What follows belongs to an exercise in optimizing a design on an open flow for small area, a short achievable clock period and few clock cycles; a production flow would make more cautious choices. Where RTL was checked, it was by simulation tests only, not by an equivalence proof against the original. No activity file was given, so power comes from the tool's default toggle rates.

==> flow/design.v <==
module huffman(clk, reset, gray_valid, gray_data, CNT_valid, CNT1, CNT2, CNT3, CNT4, CNT5, CNT6,
    code_valid, HC1, HC2, HC3, HC4, HC5, HC6, M1, M2, M3, M4, M5, M6);
input clk;
input reset;
input gray_valid;
input [7:0] gray_data;
output CNT_valid;
output [7:0] CNT1, CNT2, CNT3, CNT4, CNT5, CNT6;
output code_valid;
output [7:0] HC1, HC2, HC3, HC4, HC5, HC6;
output [7:0] M1, M2, M3, M4, M5, M6;
function lt7(input [6:0] a, input [6:0] b, input le);
  reg [6:0] l, e;
  reg l10, e10, l32, e32, l54, e54, l30, e30, l60, e60;
  begin
    l = ~a & b;
    e = ~(a ^ b);
    l10 = l[1] | (e[1] & l[0]);   e10 = e[1] & e[0];
    l32 = l[3] | (e[3] & l[2]);   e32 = e[3] & e[2];
    l54 = l[5] | (e[5] & l[4]);   e54 = e[5] & e[4];
    l30 = l32 | (e32 & l10);      e30 = e32 & e10;
    l60 = l[6] | (e[6] & l54);    e60 = e[6] & e54;
    lt7 = l60 | (e60 & (l30 | (e30 & le)));
  end
endfunction
function [6:0] add7(input [6:0] a, input [6:0] b);
  reg [6:0] g, p, c;
  reg [6:0] g1, p1, g2, p2;
  integer j;
  begin
    g = a & b;
    p = a ^ b;
    g1 = g; p1 = p;
    for (j = 1; j < 7; j = j + 1) begin g1[j] = g[j] | (p[j] & g[j-1]); p1[j] = p[j] & p[j-1]; end
    g2 = g1; p2 = p1;
    for (j = 2; j < 7; j = j + 1) begin g2[j] = g1[j] | (p1[j] & g1[j-2]); p2[j] = p1[j] & p1[j-2]; end
    c = g2;
    for (j = 4; j < 7; j = j + 1) c[j] = g2[j] | (p2[j] & g2[j-4]);
    add7 = p ^ {c[5:0], 1'b0};
  end
endfunction
reg [3:0] t;     
reg pv;          
reg cv, hv;      
reg [2:0] M;     
reg [6:0] S;     
wire t0 = (t == 4'd0);
wire t1 = (t == 4'd1);
wire t2 = (t == 4'd2);
wire t3 = (t == 4'd3);
wire t4 = (t == 4'd4);
wire rnk = t0 | t1 | t2 | t3 | t4;
wire start = t0 & pv & ~gray_valid;
wire comb = (t == 4'd5) | (t == 4'd6) | (t == 4'd7) | (t == 4'd8) | (t == 4'd9);
wire [5:0] self = {1'b0, t4, t3, t2, t1, t0};
wire [5:0] le = {rnk, rnk, t0 | t1 | t2 | t3, t0 | t1 | t2, t0 | t1, t0};
reg [6:0] w [0:5];
reg [2:0] d [0:5];    
reg [3:0] mk [0:5];   
reg [3:0] c [0:5];    
wire [5:0] lt;
wire [5:0] kp, kq;
wire [5:0] nw;        
wire [5:0] dec2, dec3, dec4, dec5, member, lower;
wire [5:0] Md = {M == 3'd5, M == 3'd4, M == 3'd3, M == 3'd2, M == 3'd1, M == 3'd0};
wire [6:0] X = S;
reg [6:0] bc;
always @*
  case (t[1:0])
    2'd0: bc = w[1];
    2'd1: bc = w[2];
    2'd2: bc = w[3];
    default: bc = w[4];
  endcase
reg [6:0] w0n;    
genvar gi;
generate for (gi = 0; gi < 6; gi = gi + 1) begin : sym
  assign lt[gi] = lt7(w[gi], X, le[gi]);
  assign nw[gi] = (d[gi] == 3'd7);
  assign dec2[gi] = (d[gi] == 3'd2) | (nw[gi] & Md[2]);
  assign dec3[gi] = (d[gi] == 3'd3) | (nw[gi] & Md[3]);
  assign dec4[gi] = (d[gi] == 3'd4) | (nw[gi] & Md[4]);
  assign dec5[gi] = (d[gi] == 3'd5) | (nw[gi] & Md[5]);
  assign member[gi] = (d[gi][2:1] == 2'b00) | (nw[gi] & (Md[0] | Md[1]));
  assign lower[gi] = d[gi][2] ? ~M[0] : ~d[gi][0];
  assign kp[gi] = dec2[gi];
  assign kq[gi] = dec3[gi];
end endgenerate
reg [6:0] P, Q;
reg [5:2] h;     
integer i;
always @* begin
  P = 7'd0;
  Q = 7'd0;
  h = 4'd0;
  for (i = 0; i < 6; i = i + 1) begin
    P = P | (w[i] & {7{kp[i]}});
    Q = Q | (w[i] & {7{kq[i]}});
    if (dec2[i] && lt[i]) h[2] = 1'b1;
    if (dec3[i] && lt[i]) h[3] = 1'b1;
    if (dec4[i] && lt[i]) h[4] = 1'b1;
    if (dec5[i] && lt[i]) h[5] = 1'b1;
  end
end
wire [2:0] m = {h[5], h[3] & ~h[5], (h[2] & ~h[3]) | (h[4] & ~h[5])};
wire [6:0] PQ = add7(P, Q);
wire [6:0] PS = add7(P, S);
always @(posedge clk) begin
  if (rnk) begin
    S <= (t0 & gray_valid) ? w0n : t4 ? 7'h7f : bc;
    M <= 3'd7;
  end else begin
    S <= (PQ & {7{h[3]}}) | (PS & {7{~h[3]}});
    M <= m;
  end
  if (reset) begin
    t <= 4'd0;
    pv <= 1'b0;
    cv <= 1'b0;
    hv <= 1'b0;
  end else begin
    pv <= gray_valid;
    cv <= start;
    hv <= (t == 4'd9);
    if (t0)
      t <= {3'b000, start};
    else if (t != 4'd11)
      t <= t + 4'd1;
  end
end
always @* begin
  w0n = w[0];
  if (gray_data == 8'd1)
    w0n = w[0] + 7'd1;
end
generate for (gi = 0; gi < 6; gi = gi + 1) begin : upd
  wire [2:0] e = nw[gi] ? M : d[gi];    
  wire inc = (gi < 5 && self[gi]) ? lt[5] : ~lt[gi];
  wire [3:0] at = {mk[gi][2:0], 1'b1} & ~mk[gi];
  always @(posedge clk) begin
    if (reset) begin
      w[gi] <= 7'd0;
      mk[gi] <= 4'd0;
      c[gi] <= 4'd0;
    end else begin
      if (t0 && gray_valid && gray_data == gi + 1)
        w[gi] <= w[gi] + 7'd1;
      if (comb && member[gi]) begin
        w[gi] <= S;
        mk[gi] <= {mk[gi][2:0], 1'b1};
        c[gi] <= c[gi] | (at & {4{lower[gi]}});
      end
    end
    if (rnk)
      d[gi] <= (t0 ? 3'd2 : d[gi]) + {2'b00, inc};
    else
      d[gi] <= member[gi] ? 3'd7 : e + {2'b11, ~lt[gi]};
  end
end endgenerate
wire [7:0] hc [0:5];
wire [7:0] mo [0:5];
generate for (gi = 0; gi < 6; gi = gi + 1) begin : outs
  assign mo[gi] = {3'b000, mk[gi], 1'b1};
  assign hc[gi] = {3'b000, {1'b0, c[gi]} | ({mk[gi], 1'b1} & ~{1'b0, mk[gi]} & {5{lower[gi]}})};
end endgenerate
assign CNT_valid = cv;
assign code_valid = hv;
assign CNT1 = {1'b0, w[0]};
assign CNT2 = {1'b0, w[1]};
assign CNT3 = {1'b0, w[2]};
assign CNT4 = {1'b0, w[3]};
assign CNT5 = {1'b0, w[4]};
assign CNT6 = {1'b0, w[5]};
assign HC1 = hc[0];
assign HC2 = hc[1];
assign HC3 = hc[2];
assign HC4 = hc[3];
assign HC5 = hc[4];
assign HC6 = hc[5];
assign M1 = mo[0];
assign M2 = mo[1];
assign M3 = mo[2];
assign M4 = mo[3];
assign M5 = mo[4];
assign M6 = mo[5];
endmodule
Settings: LEC_CHECK=0, CAP_MARGIN=20, CORE_MARGIN=2, CORE_UTILIZATION=45, SETUP_SLACK_MARGIN=3.6, SLEW_MARGIN=20; clock period 6.2 ns.
standard.sh (not shown) runs the stock make flow with config.mk's settings and CLKGATE_MAP_FILE= SYNTH_SCRIPT=/design/flow/synth_recipe.tcl, a recipe that flattens the netlist after the stock synthesis.
==> flow/flow/run.sh <==
#!/bin/bash
# The standard layout (standard.sh) with these changes:
#  - synthesis: ADDER_MAP_FILE is empty, so ORFS does not extract full/half
#    adder cells and abc maps the arithmetic like the rest of the logic; abc
#    runs flow/abc.script (area-oriented mapping; the layout's repair steps
#    size the gates) instead of ORFS's script. Registers are mapped by the
#    same dfflibmap step as in the standard synthesis.
#  - clock tree synthesis without dummy load cells (CTS_ARGS).
#  - every port still gets a buffer, but a buf_1 instead of the delay cell
#    buffer_ports picks by default, and repair may resize cells across
#    footprints (MATCH_CELL_FOOTPRINT=0).
set -euo pipefail
here=$(pwd)
export ADDER_MAP_FILE=
export MY_ABC_SCRIPT=$here/flow/abc.script
sed -e "s#SYNTH_SCRIPT=[^ ]*#SYNTH_SCRIPT=$here/flow/synth.tcl#" \
    -e 's#"${@:-finish}"#MATCH_CELL_FOOTPRINT=0 "CTS_ARGS=-sink_clustering_enable -repair_clock_nets -dont_use_dummy_load -sink_clustering_size 30 -sink_clustering_max_diameter 100 -buf_list sky130_fd_sc_hd__clkbuf_8" "BUFFER_PORTS_ARGS=-buffer_cell sky130_fd_sc_hd__buf_1" "${@:-finish}"#' \
    standard.sh > my_standard.sh
bash my_standard.sh > standard.log 2>&1
==> flow/flow/abc.script <==
strash
dc2
dch -f
map -D 1500
topo
stime -c
buffer -c
upsize -c -D 1500
dnsize -c -D 1500
==> flow/flow/synth.tcl <==
# The standard flow's synthesis script (synth_recipe.tcl), with abc given our own script
# (abc.script beside this file) in place of ORFS's abc_speed/abc_area script.
proc synth {args} { yosys synth -nofsm -noshare {*}$args }
proc abc {args} {
  set i [lsearch -exact $args -script]
  if { $i >= 0 } { lset args [expr {$i + 1}] $::env(MY_ABC_SCRIPT) }
  yosys abc {*}$args
}
source $::env(SCRIPTS_DIR)/synth.tcl
# left out here: clear keep_hierarchy, flatten, clean up, hide names made inside functions, write 1_2_yosys.v
Edit:
--- a/flow/design.v
+++ b/flow/design.v
@@ -40,11 +40,10 @@
   end
 endfunction
 reg [3:0] t;     
 reg pv;          
 reg cv, hv;      
-reg [2:0] M;     
 reg [6:0] S;     
 wire t0 = (t == 4'd0);
 wire t1 = (t == 4'd1);
 wire t2 = (t == 4'd2);
 wire t3 = (t == 4'd3);
@@ -53,18 +52,16 @@
 wire start = t0 & pv & ~gray_valid;
 wire comb = (t == 4'd5) | (t == 4'd6) | (t == 4'd7) | (t == 4'd8) | (t == 4'd9);
 wire [5:0] self = {1'b0, t4, t3, t2, t1, t0};
 wire [5:0] le = {rnk, rnk, t0 | t1 | t2 | t3, t0 | t1 | t2, t0 | t1, t0};
 reg [6:0] w [0:5];
-reg [2:0] d [0:5];    
+reg [2:0] dq [0:5];   
+wire [2:0] d [0:5];
 reg [3:0] mk [0:5];   
 reg [3:0] c [0:5];    
 wire [5:0] lt;
 wire [5:0] kp, kq;
-wire [5:0] nw;        
-wire [5:0] dec2, dec3, dec4, dec5, member, lower;
-wire [5:0] Md = {M == 3'd5, M == 3'd4, M == 3'd3, M == 3'd2, M == 3'd1, M == 3'd0};
 wire [6:0] X = S;
 reg [6:0] bc;
 always @*
   case (t[1:0])
     2'd0: bc = w[1];
@@ -73,20 +70,14 @@
     default: bc = w[4];
   endcase
 reg [6:0] w0n;    
 genvar gi;
 generate for (gi = 0; gi < 6; gi = gi + 1) begin : sym
+  assign d[gi] = dq[gi] ^ 3'b001;
   assign lt[gi] = lt7(w[gi], X, le[gi]);
-  assign nw[gi] = (d[gi] == 3'd7);
-  assign dec2[gi] = (d[gi] == 3'd2) | (nw[gi] & Md[2]);
-  assign dec3[gi] = (d[gi] == 3'd3) | (nw[gi] & Md[3]);
-  assign dec4[gi] = (d[gi] == 3'd4) | (nw[gi] & Md[4]);
-  assign dec5[gi] = (d[gi] == 3'd5) | (nw[gi] & Md[5]);
-  assign member[gi] = (d[gi][2:1] == 2'b00) | (nw[gi] & (Md[0] | Md[1]));
-  assign lower[gi] = d[gi][2] ? ~M[0] : ~d[gi][0];
-  assign kp[gi] = dec2[gi];
-  assign kq[gi] = dec3[gi];
+  assign kp[gi] = (d[gi] == 3'd2);
+  assign kq[gi] = (d[gi] == 3'd3);
 end endgenerate
 reg [6:0] P, Q;
 reg [5:2] h;     
 integer i;
 always @* begin
@@ -94,27 +85,24 @@
   Q = 7'd0;
   h = 4'd0;
   for (i = 0; i < 6; i = i + 1) begin
     P = P | (w[i] & {7{kp[i]}});
     Q = Q | (w[i] & {7{kq[i]}});
-    if (dec2[i] && lt[i]) h[2] = 1'b1;
-    if (dec3[i] && lt[i]) h[3] = 1'b1;
-    if (dec4[i] && lt[i]) h[4] = 1'b1;
-    if (dec5[i] && lt[i]) h[5] = 1'b1;
+    if (d[i] == 3'd2 && lt[i]) h[2] = 1'b1;
+    if (d[i] == 3'd3 && lt[i]) h[3] = 1'b1;
+    if (d[i] == 3'd4 && lt[i]) h[4] = 1'b1;
+    if (d[i] == 3'd5 && lt[i]) h[5] = 1'b1;
   end
 end
 wire [2:0] m = {h[5], h[3] & ~h[5], (h[2] & ~h[3]) | (h[4] & ~h[5])};
 wire [6:0] PQ = add7(P, Q);
 wire [6:0] PS = add7(P, S);
 always @(posedge clk) begin
-  if (rnk) begin
+  if (rnk)
     S <= (t0 & gray_valid) ? w0n : t4 ? 7'h7f : bc;
-    M <= 3'd7;
-  end else begin
+  else
     S <= (PQ & {7{h[3]}}) | (PS & {7{~h[3]}});
-    M <= m;
-  end
   if (reset) begin
     t <= 4'd0;
     pv <= 1'b0;
     cv <= 1'b0;
     hv <= 1'b0;
@@ -132,38 +120,38 @@
   w0n = w[0];
   if (gray_data == 8'd1)
     w0n = w[0] + 7'd1;
 end
 generate for (gi = 0; gi < 6; gi = gi + 1) begin : upd
-  wire [2:0] e = nw[gi] ? M : d[gi];    
+  wire member = (d[gi][2:1] == 2'b00);
   wire inc = (gi < 5 && self[gi]) ? lt[5] : ~lt[gi];
   wire [3:0] at = {mk[gi][2:0], 1'b1} & ~mk[gi];
   always @(posedge clk) begin
     if (reset) begin
       w[gi] <= 7'd0;
       mk[gi] <= 4'd0;
       c[gi] <= 4'd0;
     end else begin
       if (t0 && gray_valid && gray_data == gi + 1)
         w[gi] <= w[gi] + 7'd1;
-      if (comb && member[gi]) begin
+      if (comb && member) begin
         w[gi] <= S;
         mk[gi] <= {mk[gi][2:0], 1'b1};
-        c[gi] <= c[gi] | (at & {4{lower[gi]}});
+        c[gi] <= c[gi] | (at & {4{~d[gi][0]}});
       end
     end
     if (rnk)
-      d[gi] <= (t0 ? 3'd2 : d[gi]) + {2'b00, inc};
+      dq[gi] <= ((t0 ? 3'd2 : d[gi]) + {2'b00, inc}) ^ 3'b001;
     else
-      d[gi] <= member[gi] ? 3'd7 : e + {2'b11, ~lt[gi]};
+      dq[gi] <= (member ? m : d[gi] + {2'b11, ~lt[gi]}) ^ 3'b001;
   end
 end endgenerate
 wire [7:0] hc [0:5];
 wire [7:0] mo [0:5];
 generate for (gi = 0; gi < 6; gi = gi + 1) begin : outs
   assign mo[gi] = {3'b000, mk[gi], 1'b1};
-  assign hc[gi] = {3'b000, {1'b0, c[gi]} | ({mk[gi], 1'b1} & ~{1'b0, mk[gi]} & {5{lower[gi]}})};
+  assign hc[gi] = {3'b000, {1'b0, c[gi]} | ({mk[gi], 1'b1} & ~{1'b0, mk[gi]} & {5{dq[gi][0]}})};
 end endgenerate
 assign CNT_valid = cv;
 assign code_valid = hv;
 assign CNT1 = {1'b0, w[0]};
 assign CNT2 = {1'b0, w[1]};
What happened: Non-clock buffer count falls by 35. Setup slack gets better by 340 ps. Power increases by 36%. Sequential power grows by 9.4%. Utilization fell by 4.6 points. Global-route usage fell by 1.8 points. Synthesized cell count falls by 9.4%. Die area fell by 7.3%. Hold slack gets better by 4.9 ps. Flip-flop and latch count shrinks by 3. First-iteration DRC count went down by 27%. Cell area decreases by 15%. Via count went down by 11%. Final cell count goes down by 11%.
Testbench counts after the change, summed over its fixed seeds: cycles 7,104.
Only the layout flow was run in the first run of this note; the RTL was not checked for function there.


huffman, a different RTL version from the one above (not shown whole).
For scale: roughly 8300 um^2 of cells after synthesis.
==> module huffman, before the edit <==
module huffman(clk, reset, gray_valid, gray_data, CNT_valid, CNT1, CNT2, CNT3, CNT4, CNT5, CNT6,
    code_valid, HC1, HC2, HC3, HC4, HC5, HC6, M1, M2, M3, M4, M5, M6);
input clk;
input reset;
input gray_valid;
input [7:0] gray_data;
output CNT_valid;
output [7:0] CNT1, CNT2, CNT3, CNT4, CNT5, CNT6;
output code_valid;
output [7:0] HC1, HC2, HC3, HC4, HC5, HC6;
output [7:0] M1, M2, M3, M4, M5, M6;
function lt7(input [6:0] a, input [6:0] b, input le);
  reg [6:0] l, e;
  reg l10, e10, l32, e32, l54, e54, l30, e30, l60, e60;
  begin
    l = ~a & b;
    e = ~(a ^ b);
    l10 = l[1] | (e[1] & l[0]);   e10 = e[1] & e[0];
    l32 = l[3] | (e[3] & l[2]);   e32 = e[3] & e[2];
    l54 = l[5] | (e[5] & l[4]);   e54 = e[5] & e[4];
    l30 = l32 | (e32 & l10);      e30 = e32 & e10;
    l60 = l[6] | (e[6] & l54);    e60 = e[6] & e54;
    lt7 = l60 | (e60 & (l30 | (e30 & le)));
  end
endfunction
function [6:0] add7(input [6:0] a, input [6:0] b);
  reg [6:0] g, p, c;
  reg [6:0] g1, p1, g2, p2;
  integer j;
  begin
    g = a & b;
    p = a ^ b;
    g1 = g; p1 = p;
    for (j = 1; j < 7; j = j + 1) begin g1[j] = g[j] | (p[j] & g[j-1]); p1[j] = p[j] & p[j-1]; end
    g2 = g1; p2 = p1;
    for (j = 2; j < 7; j = j + 1) begin g2[j] = g1[j] | (p1[j] & g1[j-2]); p2[j] = p1[j] & p1[j-2]; end
    c = g2;
    for (j = 4; j < 7; j = j + 1) c[j] = g2[j] | (p2[j] & g2[j-4]);
    add7 = p ^ {c[5:0], 1'b0};
  end
endfunction
reg [3:0] t;     
reg pv;          
reg cv, hv;      
reg [6:0] S;     
wire t0 = (t == 4'd0);
wire t1 = (t == 4'd1);
wire t2 = (t == 4'd2);
wire t3 = (t == 4'd3);
wire t4 = (t == 4'd4);
wire rnk = t0 | t1 | t2 | t3 | t4;
wire start = t0 & pv & ~gray_valid;
wire comb = (t == 4'd5) | (t == 4'd6) | (t == 4'd7) | (t == 4'd8) | (t == 4'd9);
wire [5:0] self = {1'b0, t4, t3, t2, t1, t0};
wire [5:0] le = {rnk, rnk, t0 | t1 | t2 | t3, t0 | t1 | t2, t0 | t1, t0};
reg [6:0] w [0:5];
reg [2:0] d [0:5];
reg [3:0] mk [0:5];   
reg [3:0] c [0:5];    
wire [5:0] lt;
wire [5:0] kp, kq;
wire [6:0] X = S;
reg [6:0] bc;
always @*
  case (t[1:0])
    2'd0: bc = w[1];
    2'd1: bc = w[2];
    2'd2: bc = w[3];
    default: bc = w[4];
  endcase
reg [6:0] w0n;    
genvar gi;
generate for (gi = 0; gi < 6; gi = gi + 1) begin : sym
  assign lt[gi] = lt7(w[gi], X, le[gi]);
  assign kp[gi] = (d[gi] == 3'd2);
  assign kq[gi] = (d[gi] == 3'd3);
end endgenerate
reg [6:0] P, Q;
reg [5:2] h;     
integer i;
always @* begin
  P = 7'd0;
  Q = 7'd0;
  h = 4'd0;
  for (i = 0; i < 6; i = i + 1) begin
    P = P | (w[i] & {7{kp[i]}});
    Q = Q | (w[i] & {7{kq[i]}});
    if (d[i] == 3'd2 && lt[i]) h[2] = 1'b1;
    if (d[i] == 3'd3 && lt[i]) h[3] = 1'b1;
    if (d[i] == 3'd4 && lt[i]) h[4] = 1'b1;
    if (d[i] == 3'd5 && lt[i]) h[5] = 1'b1;
  end
end
wire [2:0] m = {h[5], h[3] & ~h[5], (h[2] & ~h[3]) | (h[4] & ~h[5])};
wire [6:0] PQ = add7(P, Q);
wire [6:0] PS = add7(P, S);
always @(posedge clk) begin
  if (rnk)
    S <= (t0 & gray_valid) ? w0n : t4 ? 7'h7f : bc;
  else
    S <= (PQ & {7{h[3]}}) | (PS & {7{~h[3]}});
  if (reset) begin
    t <= 4'd0;
    pv <= 1'b0;
    cv <= 1'b0;
    hv <= 1'b0;
  end else begin
    pv <= gray_valid;
    cv <= start;
    hv <= (t == 4'd9);
    if (t0)
      t <= {3'b000, start};
    else if (t != 4'd11)
      t <= t + 4'd1;
  end
end
always @* begin
  w0n = w[0];
  if (gray_data == 8'd1)
    w0n = w[0] + 7'd1;
end
generate for (gi = 0; gi < 6; gi = gi + 1) begin : upd
  wire member = (d[gi][2:1] == 2'b00);
  wire inc = (gi < 5 && self[gi]) ? lt[5] : ~lt[gi];
  wire [3:0] at = {mk[gi][2:0], 1'b1} & ~mk[gi];
  always @(posedge clk) begin
    if (reset) begin
      w[gi] <= 7'd0;
      mk[gi] <= 4'd0;
      c[gi] <= 4'd0;
    end else begin
      if (t0 && gray_valid && gray_data == gi + 1)
        w[gi] <= w[gi] + 7'd1;
      if (comb && member) begin
        w[gi] <= S;
        mk[gi] <= {mk[gi][2:0], 1'b1};
        c[gi] <= c[gi] | (at & {4{~d[gi][0]}});
      end
    end
    if (rnk)
      d[gi] <= (t0 ? 3'd2 : d[gi]) + {2'b00, inc};
    else
      d[gi] <= member ? m : d[gi] + {2'b11, ~lt[gi]};
  end
end endgenerate
wire [7:0] hc [0:5];
wire [7:0] mo [0:5];
generate for (gi = 0; gi < 6; gi = gi + 1) begin : outs
  assign mo[gi] = {3'b000, mk[gi], 1'b1};
  assign hc[gi] = {3'b000, {1'b0, c[gi]} | ({mk[gi], 1'b1} & ~{1'b0, mk[gi]} & {5{~d[gi][0]}})};
end endgenerate
assign CNT_valid = cv;
assign code_valid = hv;
assign CNT1 = {1'b0, w[0]};
assign CNT2 = {1'b0, w[1]};
assign CNT3 = {1'b0, w[2]};
assign CNT4 = {1'b0, w[3]};
assign CNT5 = {1'b0, w[4]};
assign CNT6 = {1'b0, w[5]};
assign HC1 = hc[0];
assign HC2 = hc[1];
assign HC3 = hc[2];
assign HC4 = hc[3];
assign HC5 = hc[4];
assign HC6 = hc[5];
assign M1 = mo[0];
assign M2 = mo[1];
assign M3 = mo[2];
assign M4 = mo[3];
assign M5 = mo[4];
assign M6 = mo[5];
endmodule
export LEC_CHECK = 0
export CAP_MARGIN = 20
export CORE_MARGIN = 2
export CORE_UTILIZATION = 45
export SETUP_SLACK_MARGIN = 3.6
export SLEW_MARGIN = 20
create_clock -name core_clock -period 6.2 [get_ports {clk}]
==> flow/flow/run.sh <==
#!/bin/bash
# The standard layout (standard.sh) with these changes:
#  - synthesis: ADDER_MAP_FILE is empty, so ORFS does not extract full/half
#    adder cells and abc maps the arithmetic like the rest of the logic; abc
#    runs flow/abc.script (area-oriented mapping; the layout's repair steps
#    size the gates) instead of ORFS's script. Registers are mapped by the
#    same dfflibmap step as in the standard synthesis.
#  - every port still gets a buffer, but a buf_1 instead of the delay cell
#    buffer_ports picks by default, and repair may resize cells across
#    footprints (MATCH_CELL_FOOTPRINT=0).
set -euo pipefail
here=$(pwd)
export ADDER_MAP_FILE=
export MY_ABC_SCRIPT=$here/flow/abc.script
sed -e "s#SYNTH_SCRIPT=[^ ]*#SYNTH_SCRIPT=$here/flow/synth.tcl#" \
    -e 's#"${@:-finish}"#MATCH_CELL_FOOTPRINT=0 "BUFFER_PORTS_ARGS=-buffer_cell sky130_fd_sc_hd__buf_1" "${@:-finish}"#' \
    standard.sh > my_standard.sh
bash my_standard.sh > standard.log 2>&1
==> flow/flow/abc.script <==
strash
dch -f
map -D 1500
topo
stime -c
buffer -c
upsize -c -D 1500
dnsize -c -D 1500
Scripts as last shown in full above: flow/flow/synth.tcl
Testbench counts at the start, summed over its fixed seeds: cycles 7,104.
Change:
--- a/flow/design.v
+++ b/flow/design.v
@@ -53,12 +53,11 @@
 wire comb = (t == 4'd5) | (t == 4'd6) | (t == 4'd7) | (t == 4'd8) | (t == 4'd9);
 wire [5:0] self = {1'b0, t4, t3, t2, t1, t0};
 wire [5:0] le = {rnk, rnk, t0 | t1 | t2 | t3, t0 | t1 | t2, t0 | t1, t0};
 reg [6:0] w [0:5];
 reg [2:0] d [0:5];
-reg [3:0] mk [0:5];   
-reg [3:0] c [0:5];    
+reg [4:0] r [0:5];    
 wire [5:0] lt;
 wire [5:0] kp, kq;
 wire [6:0] X = S;
 reg [6:0] bc;
 always @*
@@ -120,23 +119,22 @@
     w0n = w[0] + 7'd1;
 end
 generate for (gi = 0; gi < 6; gi = gi + 1) begin : upd
   wire member = (d[gi][2:1] == 2'b00);
   wire inc = (gi < 5 && self[gi]) ? lt[5] : ~lt[gi];
-  wire [3:0] at = {mk[gi][2:0], 1'b1} & ~mk[gi];
+  wire [5:0] above = {1'b0, r[gi][4], |r[gi][4:3], |r[gi][4:2], |r[gi][4:1], |r[gi][4:0]};
+  wire [4:0] rn = (r[gi] & (above[5:1] | {5{~d[gi][0]}})) | ({r[gi][3:0], 1'b0} & ~above[4:0]);
   always @(posedge clk) begin
     if (reset) begin
       w[gi] <= 7'd0;
-      mk[gi] <= 4'd0;
-      c[gi] <= 4'd0;
+      r[gi] <= 5'd1;
     end else begin
       if (t0 && gray_valid && gray_data == gi + 1)
         w[gi] <= w[gi] + 7'd1;
       if (comb && member) begin
         w[gi] <= S;
-        mk[gi] <= {mk[gi][2:0], 1'b1};
-        c[gi] <= c[gi] | (at & {4{~d[gi][0]}});
+        r[gi] <= rn;
       end
     end
     if (rnk)
       d[gi] <= (t0 ? 3'd2 : d[gi]) + {2'b00, inc};
     else
@@ -144,12 +142,13 @@
   end
 end endgenerate
 wire [7:0] hc [0:5];
 wire [7:0] mo [0:5];
 generate for (gi = 0; gi < 6; gi = gi + 1) begin : outs
-  assign mo[gi] = {3'b000, mk[gi], 1'b1};
-  assign hc[gi] = {3'b000, {1'b0, c[gi]} | ({mk[gi], 1'b1} & ~{1'b0, mk[gi]} & {5{~d[gi][0]}})};
+  wire [5:0] above = {1'b0, r[gi][4], |r[gi][4:3], |r[gi][4:2], |r[gi][4:1], |r[gi][4:0]};
+  assign mo[gi] = {3'b000, above[4:1], 1'b1};
+  assign hc[gi] = {3'b000, r[gi] & (above[5:1] | {5{~d[gi][0]}})};
 end endgenerate
 assign CNT_valid = cv;
 assign code_valid = hv;
 assign CNT1 = {1'b0, w[0]};
 assign CNT2 = {1'b0, w[1]};
The new run passed the timing, DRC and antenna checks.
Critical path depth came out higher by 3.
Synthesized cell count came out lower by 0.47%.
Non-clock buffer count came out higher by 66.
Hold slack loses 0.0092 ns.
Cell area came out higher by 1.3%.
Flip-flop and latch count came out lower by 18.
Register-to-register slack loses 0.10 ns.
Count of clock-buffer cells in the layout came out lower by 6.
First-iteration DRC count came out lower by 0.65%.
Total power came out lower by 36%.
Cell count came out higher by 1.3%.
Testbench counts after the change, summed over its fixed seeds: cycles 7,104.

[port drivers added, routing unchanged]
In the flow no input, the clock included, has a driving cell. The finished layouts below were timed again as built, in two steps. Step 1 sets driving cells, clkbuf_16 on the clock port and buf_2 on the other inputs (assumed; they add their load-dependent delay and slew). Step 2 adds t to the input delays and takes it off the output delays; t is the mean of the earliest and latest rising clock arrival at the registers after step 1. Input paths then give back, and output paths get back, about the clock's delay inside the block. Slacks: ideal ports / drivers / drivers and shift; pairs: ideal ports / drivers.
run | shift t [ns] | setup slack, ns | slew at the worst register clock pin (ns) | worst data-port slew with drivers (ns) | cell pins on the clock port's net
the first run of note 1 | 0.497 | 3.320 / 3.274 / 3.246 | 0.10 / 0.10 | 0.05 | 1
the second run of note 1 | 0.484 | 3.661 / 3.619 / 3.234 | 0.09 / 0.09 | 0.04 | 1
the first run of note 2 | 0.475 | 3.578 / 3.535 / 3.232 | 0.07 / 0.07 | 0.03 | 1
the second run of note 2 | 0.412 | 3.529 / 3.481 / 3.294 | 0.08 / 0.08 | 0.05 | 1
After both steps every run listed still meets setup and hold. The setup slack of the second run of note 1, which loses most, moves by -0.042 ns with the drivers and by -0.427 ns with both steps.
